Context: an optimization exercise on an open-source flow, tuned for a short achievable clock period and few clock cycles. The choices shown serve that exercise and are no tape-out recipe.
The RTL was checked by simulation tests, not by an equivalence proof against the original design.
Power figures rest on the tool's default switching activity, not on a simulated workload.

[flow/config.mk]
export PLATFORM = sky130hd
export DESIGN_NAME = y86_pipe
export DESIGN_NICKNAME = y86_pipe
export VERILOG_FILES = /design/flow/design.v
export SDC_FILE = /design/flow/constraint.sdc
export NUM_CORES = 4
export LEC_CHECK = 0
export ABC_CLOCK_PERIOD_IN_PS = 1500
export CAP_MARGIN = 20
export CORE_MARGIN = 2
export CORE_UTILIZATION = 35
export CTS_CLUSTER_DIAMETER = 120
export CTS_CLUSTER_SIZE = 20
export GPL_ROUTABILITY_DRIVEN = 1
export PLACE_DENSITY = 0.5
export SLEW_MARGIN = 20
export SYNTH_HIERARCHICAL = 1
export SYNTH_MINIMUM_KEEP_SIZE = 0
[flow/constraint.sdc]
create_clock -name core_clock -period 28.0 [get_ports {clk}]
set_input_delay 5.6000 -clock core_clock [delete_from_list [all_inputs] [get_ports {clk}]]
set_output_delay 5.6000 -clock core_clock [all_outputs]
set_load 0.01 [all_outputs]
[flow/design.v]
module y86_pipe (
    input clk,
    input rst,
    output [63:0] imem_addr,
    input  [79:0] imem_data,
    output [63:0] dmem_addr,
    output [63:0] dmem_wdata,
    output dmem_we,
    input  [63:0] dmem_rdata,
    output wb_valid,
    output [3:0] wb_dstE,
    output [63:0] wb_valE,
    output [3:0] wb_dstM,
    output [63:0] wb_valM,
    output [3:0] stat
);
    localparam [3:0] I_HALT = 4'h0, I_NOP = 4'h1, I_RRMOV = 4'h2, I_IRMOV = 4'h3,
                     I_RMMOV = 4'h4, I_MRMOV = 4'h5, I_OPQ = 4'h6, I_JXX = 4'h7,
                     I_CALL = 4'h8, I_RET = 4'h9, I_PUSH = 4'hA, I_POP = 4'hB;
    localparam [3:0] RNONE = 4'hF, RRSP = 4'h4;
    localparam [3:0] S_AOK = 4'h1, S_HLT = 4'h4, S_ADR = 4'h3, S_INS = 4'h2;
    localparam [1:0] F_RUN = 2'd0, F_WRET = 2'd1, F_STOP = 2'd2;
    reg [63:0] FA;
    reg [1:0]  f_mode;
    reg        D_valid;
    reg [3:0]  D_icode, D_ifun, D_rA, D_rB, D_stat;
    reg [14:0] D_rAoh, D_rBoh;           
    reg [63:0] D_valC, D_valP;
    reg [1:0]  D_ridx;
    reg        zf, lt;
    reg [63:0] rf [0:14];
    reg        halted;
    reg        M_valid, M_we, M_load, M_ret_slow, M_call;
    reg        M_stnc;
    reg [12:0] M_sa;
    reg [3:0]  M_clr;                   
    reg [63:0] L_val;
    reg [63:0] M_addr, M_wdata, M_valE;
    reg [3:0]  M_dstE, M_dstM;
    reg [14:0] M_dstMoh;
    reg [1:0]  M_ridx;
    reg        M_late, M_lA, M_lB;      
    reg [1:0]  M_fn;
    reg [63:0] M_vA, M_vB;
    reg [14:0] M_dstEoh;
    reg        W_valid;
    reg [3:0]  W_dstE, W_dstM;
    reg [63:0] W_valE, W_valM;
    reg [3:0]  stat_r;
    reg [9:0]  ras_ret [0:3];
    reg [12:0] ras_stk [0:3];
    reg [3:0]  ras_v;
    reg [1:0]  ras_top;
    assign imem_addr  = FA;
    assign dmem_addr  = M_addr;
    assign dmem_wdata = M_wdata;
    assign dmem_we    = M_we;
    assign wb_valid   = W_valid;
    assign wb_dstE    = W_dstE;
    assign wb_valE    = W_valE;
    assign wb_dstM    = W_dstM;
    assign wb_valM    = W_valM;
    assign stat       = stat_r;
    function automatic cond_eval(input [3:0] fn, input z, input l);
        case (fn)
            4'h0: cond_eval = 1'b1;
            4'h1: cond_eval = l | z;
            4'h2: cond_eval = l;
            4'h3: cond_eval = z;
            4'h4: cond_eval = ~z;
            4'h5: cond_eval = ~l;
            4'h6: cond_eval = ~l & ~z;
            default: cond_eval = 1'b0;
        endcase
    endfunction
    function automatic [63:0] inc64(input [63:0] x);
        reg [63:0] p, q;
        integer k, d;
        begin
            p = x;
            for (d = 1; d < 64; d = d * 2) begin
                q = p;
                for (k = d; k < 64; k = k + 1)
                    p[k] = q[k] & q[k - d];
            end
            inc64 = x ^ {p[62:0], 1'b1};
        end
    endfunction
    function automatic [64:0] ks_add(input [63:0] a, input [63:0] b, input cin);
        reg [63:0] g, p, gq, pq, x;
        integer k, d;
        begin
            x = a ^ b;
            g = a & b;
            p = x;
            g[0] = g[0] | (p[0] & cin);
            for (d = 1; d < 64; d = d * 2) begin
                gq = g; pq = p;
                for (k = d; k < 64; k = k + 1) begin
                    g[k] = gq[k] | (pq[k] & gq[k - d]);
                    p[k] = pq[k] & pq[k - d];
                end
            end
            ks_add = {g[63], x ^ {g[62:0], cin}};
        end
    endfunction
    function automatic [14:0] onehot15(input [3:0] r);
        integer k;
        begin
            for (k = 0; k < 15; k = k + 1)
                onehot15[k] = (r == k[3:0]);
        end
    endfunction
    wire D_ok = D_valid && (D_stat == S_AOK);
    reg [63:0] valA, valB;
    integer r;
    always @(*) begin
        valA = 64'd0;
        valB = 64'd0;
        for (r = 0; r < 15; r = r + 1) begin
            valA = valA | ({64{D_rAoh[r]}} & rf[r]);
            valB = valB | ({64{D_rBoh[r]}} & rf[r]);
        end
    end
    wire [63:0] rsp = rf[4];
    wire [63:0] rsp_m8 = rsp - 64'd8;
    wire [63:0] rsp_p8 = rsp + 64'd8;
    wire [64:0] addr_s = ks_add(valB, D_valC, 1'b0);
    wire [63:0] addr_bc = addr_s[63:0];
    wire        is_sub = (D_ifun[1:0] == 2'd1);
    wire [63:0] opA = is_sub ? ~valA : valA;
    wire [64:0] as_s = ks_add(valB, opA, is_sub);
    reg  [63:0] alu;
    always @(*) begin
        case (D_ifun[1:0])
            2'd0, 2'd1: alu = as_s[63:0];
            2'd2: alu = valB & valA;
            default: alu = valB ^ valA;
        endcase
    end
    wire zf_add = ((valB ^ valA) == {valB[62:0] | valA[62:0], 1'b0});
    wire eq_ab  = (valB == valA);
    reg  alu_zf, alu_lt;
    always @(*) begin
        case (D_ifun[1:0])
            2'd0: begin alu_zf = zf_add; alu_lt = valB[63] ^ valA[63] ^ as_s[64]; end
            2'd1: begin alu_zf = eq_ab;  alu_lt = valB[63] ^ ~valA[63] ^ as_s[64]; end
            2'd2: begin alu_zf = ((valB & valA) == 64'd0); alu_lt = valB[63] & valA[63]; end
            default: begin alu_zf = eq_ab; alu_lt = valB[63] ^ valA[63]; end
        endcase
    end
    wire [63:0] lA = M_lA ? L_val : M_vA;
    wire [63:0] lB = M_lB ? L_val : M_vB;
    wire        l_sub = (M_fn == 2'd1);
    wire [64:0] l_as = ks_add(lB, l_sub ? ~lA : lA, l_sub);
    reg  [63:0] l_res;
    reg         l_zf, l_lt;
    always @(*) begin
        case (M_fn)
            2'd0: begin l_res = l_as[63:0]; l_zf = ((lB ^ lA) == {lB[62:0] | lA[62:0], 1'b0});
                        l_lt = lB[63] ^ lA[63] ^ l_as[64]; end
            2'd1: begin l_res = l_as[63:0]; l_zf = (lB == lA); l_lt = lB[63] ^ ~lA[63] ^ l_as[64]; end
            2'd2: begin l_res = lB & lA; l_zf = ((lB & lA) == 64'd0); l_lt = lB[63] & lA[63]; end
            default: begin l_res = lB ^ lA; l_zf = (lB == lA); l_lt = lB[63] ^ lA[63]; end
        endcase
    end
    wire m_late = M_valid && M_late;
    reg [3:0] d_srcA, d_srcB;
    always @(*) begin
        case (D_icode)
            I_RRMOV, I_RMMOV, I_OPQ, I_PUSH: d_srcA = D_rA;
            I_RET, I_POP:                    d_srcA = RRSP;
            default:                         d_srcA = RNONE;
        endcase
        case (D_icode)
            I_RMMOV, I_MRMOV, I_OPQ:          d_srcB = D_rB;
            I_CALL, I_RET, I_PUSH, I_POP:     d_srcB = RRSP;
            default:                          d_srcB = RNONE;
        endcase
    end
    wire m_ld = M_valid && M_load && (M_dstM != RNONE);
    wire ld_a = m_ld && (d_srcA == M_dstM);
    wire ld_b = m_ld && (d_srcB == M_dstM);
    wire ld_hit = ld_a || ld_b;
    wire de_is_late = ld_hit && (D_icode == I_OPQ);
    wire a_data = (D_icode == I_RRMOV || D_icode == I_RMMOV || D_icode == I_PUSH);
    wire fwd_ld = ld_a && !ld_b && a_data;
    wire lt_a = M_valid && M_late && (d_srcA == M_dstE);
    wire lt_b = M_valid && M_late && (d_srcB == M_dstE);
    wire fwd_lt = lt_a && !lt_b && a_data;
    wire lt_hit = (lt_a && !a_data) || lt_b;
    wire de_stall = D_ok && !halted && ((ld_hit && D_icode != I_OPQ && !fwd_ld) || lt_hit);
    wire [63:0] valA_d = fwd_ld ? dmem_rdata : fwd_lt ? l_res : valA;
    wire zf_e = m_late ? l_zf : zf;
    wire lt_e = m_late ? l_lt : lt;
    wire d_cond = cond_eval(D_ifun, zf_e, lt_e);
    reg [63:0] e_valE, e_addr, e_wdata;
    reg [3:0]  e_dstE, e_dstM;
    reg [14:0] e_dstEoh, e_dstMoh;
    reg        e_read, e_write;
    always @(*) begin
        e_valE = 64'd0; e_addr = addr_bc; e_wdata = valA_d;
        e_dstE = RNONE; e_dstM = RNONE; e_read = 1'b0; e_write = 1'b0;
        e_dstEoh = 15'd0; e_dstMoh = 15'd0;
        case (D_icode)
            I_RRMOV: begin e_valE = valA_d; e_dstE = d_cond ? D_rB : RNONE;
                           e_dstEoh = d_cond ? D_rBoh : 15'd0; end
            I_IRMOV: begin e_valE = D_valC; e_dstE = D_rB; e_dstEoh = D_rBoh; end
            I_RMMOV: begin e_valE = addr_bc; e_write = 1'b1; end
            I_MRMOV: begin e_valE = addr_bc; e_read = 1'b1; e_dstM = D_rA; e_dstMoh = D_rAoh; end
            I_OPQ:   begin e_valE = alu; e_dstE = D_rB; e_dstEoh = D_rBoh; end
            I_CALL:  begin e_valE = rsp_m8; e_addr = rsp_m8; e_wdata = D_valP; e_write = 1'b1;
                           e_dstE = RRSP; e_dstEoh = 15'd1 << 4; end
            I_RET:   begin e_valE = rsp_p8; e_addr = rsp; e_read = 1'b1;
                           e_dstE = RRSP; e_dstEoh = 15'd1 << 4; end
            I_PUSH:  begin e_valE = rsp_m8; e_addr = rsp_m8; e_write = 1'b1;
                           e_dstE = RRSP; e_dstEoh = 15'd1 << 4; end
            I_POP:   begin e_valE = rsp_p8; e_addr = rsp; e_read = 1'b1;
                           e_dstE = RRSP; e_dstEoh = 15'd1 << 4; e_dstM = D_rA; e_dstMoh = D_rAoh; end
            default: ;
        endcase
    end
    wire rsp_hi0 = (rsp[63:13] == 51'd0);
    wire rsp_hi1 = (rsp[63:13] == 51'd1);
    wire rsp_lo0 = (rsp[12:3] == 10'd0);
    wire err_sp  = !rsp_hi0;                                         
    wire err_m8  = !((rsp_hi0 && !rsp_lo0) || (rsp_hi1 && rsp_lo0));  
    wire [13:0] lo_s = {1'b0, valB[12:0]} + {1'b0, D_valC[12:0]};
    wire [63:13] bc_x = valB[63:13] ^ D_valC[63:13];
    wire [63:13] bc_o = valB[63:13] | D_valC[63:13];
    wire err_bc = !((bc_x[13] == lo_s[13]) && (bc_x[63:14] == bc_o[62:13]));
    reg e_adr_err;
    always @(*) begin
        case (D_icode)
            I_RMMOV, I_MRMOV: e_adr_err = err_bc;
            I_CALL, I_PUSH:   e_adr_err = err_m8;
            I_RET, I_POP:     e_adr_err = err_sp;
            default:          e_adr_err = 1'b0;
        endcase
    end
    wire de_exc = D_valid && !halted && !de_stall && (D_stat != S_AOK || e_adr_err);
    wire de_we  = D_ok && !halted && !de_stall && !de_is_late;
    wire de_go  = D_ok && !halted && !de_stall && !e_adr_err;      
    wire de_setcc = de_we && (D_icode == I_OPQ);
    wire zf_n = de_setcc ? alu_zf : m_late ? l_zf : zf;
    wire lt_n = de_setcc ? alu_lt : m_late ? l_lt : lt;
    wire ret_ok = ras_v[D_ridx] && rsp_hi0 && (ras_stk[D_ridx] == rsp[12:0]) &&
                  !((M_stnc || (M_call && M_ridx != D_ridx)) && (M_sa == rsp[12:0]));
    wire ret_fail = D_valid && (D_icode == I_RET) && !ret_ok && !de_stall;
    wire [3:0] f_icode = imem_data[79:76];
    wire [3:0] f_ifun  = imem_data[75:72];
    wire [3:0] f_rA    = imem_data[71:68];
    wire [3:0] f_rB    = imem_data[67:64];
    wire [63:0] FA1  = inc64(FA);
    wire [63:0] FA2  = {inc64({1'b0, FA[63:1]}), FA[0]};
    wire [63:0] FA9  = {inc64({3'd0, FA1[63:3]}), FA1[2:0]};
    wire [63:0] FA10 = {inc64({3'd0, FA2[63:3]}), FA2[2:0]};
    wire f_imem_err = (FA[63:10] != 54'd0);
    wire de_late = D_ok && de_is_late;
    wire [63:0] fa_base, fa_next;
    wire [3:0]  f_stat;
    wire        f_go, f_ok, f_call, f_ret, f_jxx;
    Fetch_Sel fsel (
        .imem_data(imem_data), .FA(FA), .FA1(FA1), .FA2(FA2), .FA9(FA9), .FA10(FA10),
        .ras_pred({54'd0, ras_ret[ras_top]}), .dmem_rdata(dmem_rdata),
        .f_imem_err(f_imem_err), .f_run(f_mode == F_RUN && !ret_fail && !de_stall),
        .M_ret_slow(M_ret_slow), .de_late(de_late),
        .fa_base(fa_base), .f_go(f_go), .f_ok(f_ok), .f_call(f_call), .f_ret(f_ret),
        .f_jxx(f_jxx), .f_stat(f_stat));
    Jump_Sel jsel (
        .fa_base(fa_base), .target(imem_data[71:8]), .FA9(FA9), .f_jxx(f_jxx),
        .f_ifun(f_ifun), .zf_n(zf_n), .lt_n(lt_n), .fa_next(fa_next));
    integer j;
    always @(posedge clk) begin
        if (rst) begin
            FA <= 64'd0;
            f_mode <= F_RUN;
            D_valid <= 1'b0;
            ras_top <= 2'd0;
        end else begin
            FA <= fa_next;
            if (!de_stall)
                D_valid <= f_go;
            if (M_ret_slow)
                f_mode <= F_RUN;
            else if (ret_fail)
                f_mode <= F_WRET;
            else if (f_go && f_stat != S_AOK)
                f_mode <= F_STOP;
            if (f_call)
                ras_top <= ras_top + 2'd1;
            else if (f_ret)
                ras_top <= ras_top - 2'd1;
        end
        for (j = 0; j < 4; j = j + 1) begin
            if (rst)
                ras_ret[j] <= 10'd0;
            else if (f_call && ras_top + 2'd1 == j[1:0])
                ras_ret[j] <= FA9[9:0];
        end
        if (!de_stall) begin
            D_icode <= f_icode;
            D_ifun  <= f_ifun;
            D_rA    <= f_rA;
            D_rB    <= f_rB;
            D_rAoh  <= onehot15(f_rA);
            D_rBoh  <= onehot15(f_rB);
            D_valC  <= imem_data[63:0];
            D_valP  <= FA9;
            D_stat  <= f_stat;
            D_ridx  <= f_call ? ras_top + 2'd1 : ras_top;
        end
    end
    always @(posedge clk) begin
        for (j = 0; j < 4; j = j + 1) begin
            if (rst)
                ras_v[j] <= 1'b0;
            else if (de_we && D_icode == I_CALL && D_ridx == j[1:0])
                ras_v[j] <= (D_valP[63:10] == 54'd0);
            else if (f_call && ras_top + 2'd1 == j[1:0])
                ras_v[j] <= 1'b0;
            else if (M_clr[j])
                ras_v[j] <= 1'b0;
            if (rst)
                ras_stk[j] <= 13'd0;
            else if (de_we && D_icode == I_CALL && D_ridx == j[1:0])
                ras_stk[j] <= rsp_m8[12:0];
        end
    end
    wire m_wr = M_valid && M_load;
    integer i;
    always @(posedge clk) begin
        if (rst) begin
            for (i = 0; i < 15; i = i + 1)
                rf[i] <= 64'd0;
            rf[4] <= 64'd256;
            rf[5] <= 64'd64;
            zf <= 1'b1; lt <= 1'b0;
            halted <= 1'b0;
            stat_r <= S_AOK;
            M_valid <= 1'b0; M_we <= 1'b0; M_load <= 1'b0; M_ret_slow <= 1'b0; M_call <= 1'b0;
            M_stnc <= 1'b0; M_clr <= 4'd0;
            M_late <= 1'b0;
            W_valid <= 1'b0;
        end else begin
            for (i = 0; i < 15; i = i + 1) begin
                if (de_we && e_dstEoh[i])
                    rf[i] <= e_valE;
                else if (m_late && M_dstEoh[i])
                    rf[i] <= l_res;
                else if (m_wr && M_dstMoh[i])
                    rf[i] <= dmem_rdata;
            end
            if (de_setcc) begin
                zf <= alu_zf; lt <= alu_lt;
            end else if (m_late) begin
                zf <= l_zf; lt <= l_lt;
            end
            if (de_exc) begin
                halted <= 1'b1;
                stat_r <= (D_stat != S_AOK) ? D_stat : S_ADR;
            end
            M_valid    <= de_go;
            M_we       <= de_go && e_write;
            M_stnc     <= de_go && e_write && (D_icode != I_CALL);
            for (i = 0; i < 4; i = i + 1)
                M_clr[i] <= de_go && e_write && (e_addr[12:0] == ras_stk[i]) &&
                            !(D_icode == I_CALL && D_ridx == i[1:0]);
            M_load     <= de_go && e_read;
            M_ret_slow <= de_go && (D_icode == I_RET) && !ret_ok;
            M_call     <= de_go && (D_icode == I_CALL);
            M_late     <= de_go && de_is_late;
            W_valid    <= M_valid;
        end
        M_addr   <= e_addr;
        M_sa     <= e_addr[12:0];
        if (M_load)
            L_val <= dmem_rdata;
        M_wdata  <= e_wdata;
        M_valE   <= e_valE;
        M_dstE   <= e_dstE;
        M_dstM   <= e_dstM;
        M_dstMoh <= e_dstMoh;
        M_ridx   <= D_ridx;
        M_lA     <= (D_rA == M_dstM);
        M_lB     <= (D_rB == M_dstM);
        M_fn     <= D_ifun[1:0];
        M_vA     <= valA;
        M_vB     <= valB;
        M_dstEoh <= D_rBoh;
        W_dstE   <= M_dstE;
        W_valE   <= m_late ? l_res : M_valE;
        W_dstM   <= M_dstM;
        W_valM   <= dmem_rdata;
    end
endmodule
module Fetch_Sel (
    input  [79:0] imem_data,
    input  [63:0] FA, FA1, FA2, FA9, FA10, ras_pred, dmem_rdata,
    input         f_imem_err, f_run, M_ret_slow,
    input         de_late,
    output reg [63:0] fa_base,
    output        f_go, f_ok, f_call, f_ret, f_jxx,
    output [3:0]  f_stat
);
    localparam [3:0] I_HALT = 4'h0, I_RRMOV = 4'h2, I_IRMOV = 4'h3,
                     I_RMMOV = 4'h4, I_MRMOV = 4'h5, I_OPQ = 4'h6, I_JXX = 4'h7,
                     I_CALL = 4'h8, I_RET = 4'h9, I_PUSH = 4'hA, I_POP = 4'hB;
    localparam [3:0] RRSP = 4'h4;
    localparam [3:0] S_AOK = 4'h1, S_HLT = 4'h4, S_ADR = 4'h3, S_INS = 4'h2;
    wire [3:0] f_icode = imem_data[79:76];
    wire [3:0] f_ifun  = imem_data[75:72];
    reg need_reg, need_valc;
    always @(*) begin
        need_reg = 1'b0; need_valc = 1'b0;
        case (f_icode)
            I_RRMOV, I_OPQ, I_PUSH, I_POP: need_reg = 1'b1;
            I_IRMOV, I_RMMOV, I_MRMOV:     begin need_reg = 1'b1; need_valc = 1'b1; end
            I_JXX, I_CALL:                 need_valc = 1'b1;
            default: ;
        endcase
    end
    assign f_stat = f_imem_err ? S_ADR : (f_icode > I_POP) ? S_INS :
                    (f_icode == I_HALT) ? S_HLT : S_AOK;
    wire f_hold = de_late && (f_icode == I_JXX) && (f_ifun != 4'h0);
    assign f_go = f_run && !f_hold;
    assign f_ok = f_go && (f_stat == S_AOK);
    assign f_call = f_ok && (f_icode == I_CALL);
    assign f_ret  = f_ok && (f_icode == I_RET);
    assign f_jxx  = f_ok && (f_icode == I_JXX);
    always @(*) begin
        if (M_ret_slow)
            fa_base = dmem_rdata;
        else if (!f_ok)
            fa_base = FA;
        else if (f_icode == I_RET)
            fa_base = ras_pred;
        else if (f_icode == I_CALL)
            fa_base = imem_data[71:8];
        else if (need_reg)
            fa_base = need_valc ? FA10 : FA2;
        else
            fa_base = need_valc ? FA9 : FA1;
    end
endmodule
module Jump_Sel (
    input  [63:0] fa_base, target, FA9,
    input         f_jxx,
    input  [3:0]  f_ifun,
    input         zf_n, lt_n,
    output [63:0] fa_next
);
    reg c;
    always @(*) begin
        case (f_ifun)
            4'h0: c = 1'b1;
            4'h1: c = lt_n | zf_n;
            4'h2: c = lt_n;
            4'h3: c = zf_n;
            4'h4: c = ~zf_n;
            4'h5: c = ~lt_n;
            4'h6: c = ~lt_n & ~zf_n;
            default: c = 1'b0;
        endcase
    end
    assign fa_next = f_jxx ? (c ? target : FA9) : fa_base;
endmodule
[flow/flow/run.sh]
#!/bin/bash
# Standard ORFS synthesis, then the standard layout with these changes:
#  - sizing may change a cell's footprint,
#  - port buffers start as buf_4 instead of the smallest buffer,
#  - the clock tree's buffers are spaced further apart (fewer levels).
set -euo pipefail
bash standard.sh synth > synth_stage.log 2>&1
bash standard.sh MATCH_CELL_FOOTPRINT=0 SETUP_SLACK_MARGIN=21.0 CTS_BUF_DISTANCE=1000 \
    "BUFFER_PORTS_ARGS=-buffer_cell sky130_fd_sc_hd__buf_4" finish > layout_stages.log 2>&1
[flow/standard.sh]
#!/bin/bash
# synth_recipe.tcl (not shown) runs the flow's synth.tcl, then flattens the netlist and writes it again
# the make line also repeats each setting of config.mk as NAME=value (left out here)
make -C /OpenROAD-flow-scripts/flow DESIGN_CONFIG=/design/flow/config.mk WORK_HOME=/design/flow/orfs CLKGATE_MAP_FILE= SYNTH_SCRIPT=/design/flow/synth_recipe.tcl "${@:-finish}"
==> results of run 1 <==
==> state kept, by name (all words and copies together), names as in the netlist, 64 cells and up <==
name     flops
D_valP      64
FA          64
W_valE      64
M_wdata     64
M_addr      64
L_val       64
M_valE      64
W_valM      64
D_valC      64
M_vB        64
rf         960
M_vA        64
==> power by group <==
group          internal, uW  total [uW]  leakage [uW]  switching [uW]
clock network           805        2030       0.00171            1220
registers              2810        2890        0.0161            76.0
logic                   488        1680        0.0471            1200
==> per-stage QoR <==
stage | cells | instance area [um^2] | setup WS, ps
final | 23200 | 160000 | 20650
after floorplan | 18300 | 140000 | 20640
after global routing | 23100 | 160000 | 20780
after global placement | 22700 | 148000 | 17930
after detailed placement | 22700 | 148000 | 18090
after CTS | 23000 | 157000 | 20810
==> critical path, cell delays in order (launching register included) <==
cell and delay [ps]:
edfxtp_1 430, buf_12 210, buf_4 460, a222oi_1 330
nand3_1 120, nor2_1 540, inv_1 250, ha_1 350
nor4_1 640, nand4_1 410, or4_1 600, o22ai_1 220
a31oi_1 90, buf_4 240, mux2i_2 430, nand3b_1 130
buf_4 300, buf_4 390, a311oi_1 410, a311oi_2 60
nor2b_1 160
==> layer usage <==
metal	track usage [%]	part of all wire, %	up-vias
met4	35.6	9.2	34
met2	64.4	39	14400
met5	0.437	0.068	-
met3	15.6	14	3602
met1	60.6	38	78900
li1	-	-	65500
==> worst min path at each step <==
stage               cells past startpoint  slack (ps)       start          to
global route                            0         430   M_dstE[0]   W_dstE[0]
CTS                                     0         420   M_dstE[0]   W_dstE[0]
finish                                  2         420  M_valE[11]  W_valE[11]
global placement                        2         400   M_valE[9]   W_valE[9]
floorplan                               0         330   M_dstM[0]   W_dstM[0]
detailed placement                      2         410   M_valE[6]   W_valE[6]
==> cell type report <==
class                           count  area (um^2)  share of cell area, %
Tap cell                         5242         6560                   4.11
Clock buffer                      151         3110                   1.94
Timing Repair Buffer             1313        14000                   8.73
Multi-Input combinational cell  13900        92200                   57.7
Inverter                          618         2380                   1.49
Sequential cell                  1888        40900                   25.6
Clock inverter                     33          444                  0.278
Antenna cell                       90          225                  0.141
==> layout by cell type (no fill, tap or decap), types with 294 or more instances in the layout <==
master	n
o21ai_0	1387
xor2_1	294
a22oi_1	780
nand4_1	306
buf_6	377
ha_1	487
xnor2_1	580
inv_1	597
nand2_1	1240
buf_4	752
dfxtp_1	1320
a21oi_1	1928
nor2_1	1416
mux2_2	297
nand3_1	1289
mux2i_1	962
==> what timing repair did <==
item,in CTS,in global routing
gates cloned,35,26
setup buffers,125,80
hold buffers,0,0
setup endpoints to repair,1506,1222
gates resized for setup,1148,298
pin swaps,26,72
hold endpoints to repair,0,0
==> results.yml, run 1 <==
outcome:
  status: "failed layout checks"
  violatedChecks: "capacitance limit, slew limit"
critical_path:
  path_max_fanout: 53
  crit_type: "flop to flop"
  endpoint: "FA[18]"
  critical_path_arrival_ps: 8180
  r2r_slack_ps: 20650
  r2r_cells: 20
  rr_startpoint: "D_rAoh[12]"
  r2r_end: "FA[18]"
  cp-startpoint: "D_rAoh[12]"
  worstSetupStartpointType: "flop"
  end_kind: "flop"
  cp.required_ps: 28840
layout:
  drive_gt1_share_pct: 15.3
  final_util_pct: 40.3
  nNetsFinal: 18500
  nFillCells: 41100
  syn2layout_area_growth_pct: 14.6
power_and_ir_drop:
  fin_total_pwr_uw: 6600
  ir_drop_v: 0.0000726
  p_leak_uw: 0.0649
  powerDensity_nw_per_um2: 41.3
route:
  route.detailed.drc: 0
  wl_per_cell_um: 43.6
  routed_wl_mm: 1010
  first_iter_violations: 31500
  ant_nets: 0
  avgViaCountPerCell: 7.00
  firstDrtPassIters: 13
  vias: 162000
global_routing:
  grt_pass1_vias: 144000
  grt.total_usage_pct: 47.1
  grt_max_degree: 228
  grt_pass1_wl_mm: 1320
  gr-total-overflow: 0
  antenna_found_initial: 115
clock_tree:
  htreeDepth: 3
  clock_path_buffers: 3
  clkTransAtPathRegs_ps: 100
  cts-buffers-inserted: 116
  clock_sinks: 1888
  root_buffer: "clkbuf_16"
  insertion_delay_ps: 1040
  cts_tree: "built"
timing:
  fin_setup_tns_ps: 0
  fin_crit_ps: 7350
  slew_headroom_pct: -1.64
  skew_ps: 101
  fin_crit_sh_pct: 26.2
  holdWs_ps: 418
  drv_slew: 2
  clock.fmax_mhz: 136
  setup_violations: 0
  hold_viol_final: 0
  max_slew.worst_pin.slew_ps: 1510
  rsz0062_at_grt: "yes"
die:
  io_pins: 480
  fp-row-count: 231
  die_y_um: 635
  die_w_um: 635
  initial_utilization_pct: 35.2
  die_area_um2: 403000
  core-area_um2: 396000
worst_hold_path:
  hold_class: "flop to flop"
synth:
  syn_area_per_cell_um2: 7.65
  synth_cells: 18200
  synth_area_um2: 139000
  synth_warnings: 12
placement:
  gp_congestion: 1.09
  io_buffers: 479
  hpwl_mm: 680
run:
  maxCapViolations: 1
Testbench counts, summed over its fixed seeds: cycles 34,325.
==> run 2: changes to the inputs <==
--- a/flow/config.mk
+++ b/flow/config.mk
@@ -8,11 +8,11 @@
 export ABC_CLOCK_PERIOD_IN_PS = 1500
 export CAP_MARGIN = 20
 export CORE_MARGIN = 2
-export CORE_UTILIZATION = 35
+export CORE_UTILIZATION = 30
 export CTS_CLUSTER_DIAMETER = 120
 export CTS_CLUSTER_SIZE = 20
 export GPL_ROUTABILITY_DRIVEN = 1
-export PLACE_DENSITY = 0.5
+export PLACE_DENSITY = 0.45
 export SLEW_MARGIN = 20
 export SYNTH_HIERARCHICAL = 1
 export SYNTH_MINIMUM_KEEP_SIZE = 0
==> results.yml, run 2 <==
critical_path:
  critical_path_arrival_ps: 1700
  end_kind: "primary output"
  cp_num_cells: 1
  critPathBufInv: 1
  r2r_cells: 21
  cp.required_ps: 22400
  crit_chain: "buf_6"
  cp_top_family: "flip-flops"
  worstSetupStartpointType: "flop"
  slowest_stage: "dfxtp_4"
  cpPeakStageDelay_ps: 500
  path_max_fanout: 8
  crit_type: "flop to primary output"
power_and_ir_drop:
  p_leak_uw: 0.0653
  powerDensity_nw_per_um2: 42.5
  ir_drop_v: 0.000101
die:
  initial_utilization_pct: 30.1
  die_area_um2: 470000
  die_w_um: 686
  die_y_um: 686
  core-area_um2: 463000
  fp-row-count: 250
  io_pins: 480
layout:
  drive_gt1_share_pct: 15.2
  layout_commonest_cell: "a21oi_1"
  nNetsFinal: 18500
  regMostFlops: "rf"
  largest_reg_flops: 960
  syn2layout_area_growth_pct: 16.2
  final_cell_mix: "a21oi_1, nor2_1, o21ai_0"
  design_area_um2: 162000
timing:
  drv_slew: 0
  setup_violations: 0
  hold_viol_final: 0
  clock.fmax_mhz: 137
  slew_headroom_pct: 7.28
  max_slew.worst_pin.slew_ps: 1380
  holdWs_ps: 439
  skew_ps: 101
  finalWorstSetupSlack_ps: 20700
  rsz0062_at_grt: "yes"
  fin_crit_ps: 7300
  fin_crit_sh_pct: 26.1
  fin_setup_tns_ps: 0
global_routing:
  grt.total_usage_pct: 40.4
  antenna_found_initial: 152
  grt_pass1_vias: 143000
  gr-total-overflow: 0
  grt_max_degree: 194
  grt_pass1_wl_mm: 1320
placement:
  gp_congestion: 1.09
  dp_slack_ps: 17660
  place_area_um2: 150000
  io_buffers: 479
  hpwl_mm: 687
outcome:
  status: "no timing/DRC/antenna violations"
synth:
  synth_area_um2: 139000
  synth_warnings: 12
  syn_area_per_cell_um2: 7.65
  synth_cells: 18200
run:
  maxCapViolations: 0
clock_tree:
  root_buffer: "clkbuf_16"
  cts_tree: "built"
  insertion_delay_ps: 1110
  clkTransAtPathRegs_ps: 90
  htreeDepth: 4
  clock_path_buffers: 3
  cts-buffers-inserted: 132
  cts_hold_buffers: 0
  clock_sinks: 1888
route:
  routed_wl_mm: 1030
  vias: 164000
  wl_per_cell_um: 42.3
  ant_nets: 0
  avgViaCountPerCell: 6.72
  route.detailed.drc: 0
  firstDrtPassIters: 11
  first_iter_violations: 31600
worst_hold_path:
  hold-path-cell-count: 0
  hold_class: "flop to flop"
-- run 2: worst paths after layout --
path / startpoint / end / slack (ps)
setup / recovery: FA[12] / imem_addr[12] / 20700
hold / removal: M_dstE[0] / W_dstE[0] / 440
setup reg to reg: D_rBoh[12] / FA[24] / 20720
hold reg to reg: M_dstE[0] / W_dstE[0] / 440
-- run 2: final cells by class --
class / instances / area [um^2]
fillers: 49100 / 301000
multi-input cells: 13900 / 91900
flip-flops and latches: 1888 / 40900
repair buffers: 1350 / 14300
well taps: 6174 / 7720
clock buffers: 170 / 3650
inverters: 618 / 2380
diodes: 229 / 573
clock inverters: 43 / 552
-- run 2: repair_timing --
item,CTS,global route
endpoints found under the setup margin,1481,1353
setup buffers,121,99
pin swaps,25,64
gates cloned,20,46
gates resized for setup,1023,345
hold endpoints to repair,0,0
-- run 2: report_power, final --
part	internal [uW]	total, uW	switching [uW]
logic	499	1730	1230
clock network	958	2260	1300
registers	2810	2890	78.4
total	4270	6880	2610
-- run 2: through the flow --
stage | power [uW] | utilization, % | instances
6_report | 6880 | 35.0 | 24300
5_1_grt | 6950 | 34.9 | 24300
4_1_cts | 6650 | 34.1 | 24000
3_5_place_dp | 4340 | 32.3 | 23600
3_3_place_gp | 4340 | 32.3 | 23600
2_1_floorplan | 3640 | - | 18300
-- run 2: routing by layer --
layer / part of all wire, % / wire length, um / GRT usage [%] / vias to the layer above
li1: - / - / - / 65800
met1: 39 / 397000 / 52.7 / 80300
met2: 39 / 398000 / 54.9 / 14100
met3: 14 / 142000 / 13.3 / 3323
met4: 8.9 / 91500 / 30.0 / 53
met5: 0.090 / 930 / 0.0816 / -
==> run 3: changes to the inputs <==
--- a/flow/config.mk
+++ b/flow/config.mk
@@ -6,13 +6,13 @@
 export NUM_CORES = 4
 export LEC_CHECK = 0
 export ABC_CLOCK_PERIOD_IN_PS = 1500
-export CAP_MARGIN = 20
+export CAP_MARGIN = 35
 export CORE_MARGIN = 2
 export CORE_UTILIZATION = 30
 export CTS_CLUSTER_DIAMETER = 120
 export CTS_CLUSTER_SIZE = 20
 export GPL_ROUTABILITY_DRIVEN = 1
 export PLACE_DENSITY = 0.45
-export SLEW_MARGIN = 20
+export SLEW_MARGIN = 35
 export SYNTH_HIERARCHICAL = 1
 export SYNTH_MINIMUM_KEEP_SIZE = 0
==> results.yml, run 3 <==
outcome:
  status: "no timing/DRC/antenna violations"
clock_tree:
  cts-buffers-inserted: 132
  insertion_delay_ps: 1090
  htreeDepth: 4
  clkTransAtPathRegs_ps: 110
  cts_hold_buffers: 0
  clock_sinks: 1888
  clock_path_buffers: 3
  cts_tree: "built"
  root_buffer: "clkbuf_16"
die:
  initial_utilization_pct: 30.1
  die_area_um2: 470000
  core-area_um2: 463000
  die_y_um: 686
  die_w_um: 686
  io_pins: 480
  fp-row-count: 250
critical_path:
  cpPeakStageDelay_ps: 870
  r2r_end: "FA[6]"
  end_kind: "flop"
  r2r_cells: 20
  crit_type: "flop to flop"
  r2r_slack_ps: 20670
  critical_path_arrival_ps: 8300
  rr_startpoint: "D_rBoh[12]"
  path_max_fanout: 43
  cp_top_family: "buffers and inverters"
  slowest_stage: "xnor2_1"
  cpMostUsedCell: "buf_6"
  crit_chain: "buf_6 -> buf_6 -> buf_6 -> buf_6 -> a22oi_1 -> nand3_1 -> or2_2 -> ha_1 -> xnor2_1 -> nor4_1 -> nand4_1 -> nor4_1 -> a31oi_1 -> mux2i_4 -> nand3b_1 -> buf_4 -> buf_6 -> a311oi_2 -> a311oi_1 -> nor2b_1"
  cp.required_ps: 28970
  critPathBufInv: 6
  worstSetupStartpointType: "flop"
global_routing:
  gr-total-overflow: 0
  grt.total_usage_pct: 40.6
  grt_pass1_vias: 143000
  grt_max_degree: 191
  antenna_found_initial: 139
  grt_pass1_wl_mm: 1320
layout:
  drive_gt1_share_pct: 15.6
  instances_no_fill: 24400
  layout_commonest_cell: "a21oi_1"
  regMostFlops: "rf"
  nNetsFinal: 18600
  final_cell_mix: "a21oi_1, nor2_1, o21ai_0"
  syn2layout_area_growth_pct: 16.8
  largest_reg_flops: 960
timing:
  setup_violations: 0
  fin_setup_tns_ps: 0
  max_slew.worst_pin.slew_ps: 1180
  skew_ps: 74.0
  rsz0062_at_grt: "yes"
  fin_crit_sh_pct: 26.2
  finalWorstSetupSlack_ps: 20670
  hold_viol_final: 0
  slew_headroom_pct: 21.0
  fin_crit_ps: 7330
  clock.fmax_mhz: 136
  drv_slew: 0
route:
  dr_wl_met3_mm: 140
  firstDrtPassIters: 10
  routed_wl_mm: 1030
  wl_met1_mm: 398
  wl_per_cell_um: 42.2
  ant_nets: 0
  vias: 164000
  route.detailed.drc: 0
  top_layer_used: "met5"
  met2WireLength_mm: 398
  avgViaCountPerCell: 6.71
  first_iter_violations: 31400
power_and_ir_drop:
  ir_drop_v: 0.000106
  p_leak_uw: 0.0656
  powerDensity_nw_per_um2: 42.5
  fin_total_pwr_uw: 6920
placement:
  dp_slack_ps: 17640
  place_inst: 23600
  hpwl_mm: 687
  gp_congestion: 1.09
  io_buffers: 479
worst_hold_path:
  hold_start: "M_dstE[0]"
  hold-path-cell-count: 0
  hold_class: "flop to flop"
  whs_endpoint: "W_dstE[0]"
run:
  maxCapViolations: 0
synth:
  synth_warnings: 12
  syn_area_per_cell_um2: 7.65
  synth_cells: 18200
  synth_area_um2: 139000
-- run 3: cell types whose count changed in the layout (fill, tap and decap cells not counted), sizes merged --
cell,previous run,this run
buf,1306,1339
clkbuf,214,217
diode,229,246
clkinv,18,23
a211o,21,20
-- run 3: repair_timing --
action / in CTS / in global routing
resized for setup: 1002 / 336
gates cloned: 23 / 46
setup endpoints to repair: 1469 / 1338
endpoints found under the hold margin: 0 / 0
setup buffers: 125 / 115
pin swaps: 25 / 61
-- run 3: through the flow --
stage / cell area, um^2 / hold slack, ps / util (%)
floorplan: 140000 / 329 / -
global placement: 149000 / 420 / 32.3
detailed placement: 150000 / 423 / 32.4
CTS: 159000 / 430 / 34.3
global route: 163000 / 446 / 35.1
finish: 163000 / 428 / 35.1
-- run 3: how the worst max path moves through the flow --
| stage | cells after the start | startpoint | to |
|---|---|---|---|
| 5_1_grt | 2 | FA[0] | imem_addr[0] |
| 6_report | 20 | D_rBoh[12] | FA[6] |
| 4_1_cts | 2 | FA[0] | imem_addr[0] |
| 3_5_place_dp | 27 | D_rBoh[9] | FA[16] |
| 2_1_floorplan | 8 | imem_data[77] | ras_v[1] |
| 3_3_place_gp | 27 | D_rBoh[9] | FA[18] |
-- run 3: layout make-up --
type | count | area (um^2)
Antenna cell | 246 | 616
Clock buffer | 167 | 3600
Multi-Input combinational cell | 13900 | 92200
Clock inverter | 48 | 576
Inverter | 618 | 2390
Timing Repair Buffer | 1389 | 14800
Tap cell | 6174 | 7720
Fill cell | 48900 | 300000
Sequential cell | 1888 | 40900
-- run 3: power breakdown --
| group | internal, uW | leakage [uW] | total, uW | switching [uW] |
|---|---|---|---|---|
| registers | 2810 | 0.0161 | 2890 | 77.0 |
| clock network | 948 | 0.00203 | 2240 | 1290 |
| logic | 530 | 0.0475 | 1790 | 1260 |
-- run 3: per-layer routing --
layer | GRT usage (%) | up-vias
met5 | 0.224 | -
met4 | 31.0 | 52
met3 | 13.3 | 3310
met2 | 54.9 | 13900
met1 | 52.7 | 80600
li1 | - | 65900

-- separate check: timing with driven ports --
In the flow no input, the clock included, has a driving cell. The finished layouts below were timed again as built, in two steps. Step 1: set_driving_cell puts a clkbuf_16 on clk and a buf_2 on each other input, an assumption about the parent block. Step 2 also shifts input and output timing later by t, the mid clock arrival at the registers, as if the neighbouring blocks saw the same clock. Slacks: no drivers / after step 1 / after step 2; pairs: no drivers / after step 1.
run | shift t [ns] | setup slack, ns | slew at the worst register clock pin (ns) | worst slew at a driven data input, ns | pins driven straight from the clock port
run 1 | 1.115 | 20.655 / 20.655 / 19.702 | 0.11 / 0.11 | 0.26 | 1
run 2 | 1.199 | 20.698 / 20.559 / 19.741 | 0.11 / 0.11 | 0.20 | 1
run 3 | 1.183 | 20.669 / 20.589 / 19.814 | 0.11 / 0.11 | 0.20 | 1
For run 2, which loses most, drivers alone change the setup slack by -0.139 ns; drivers and shift together by -0.957 ns.
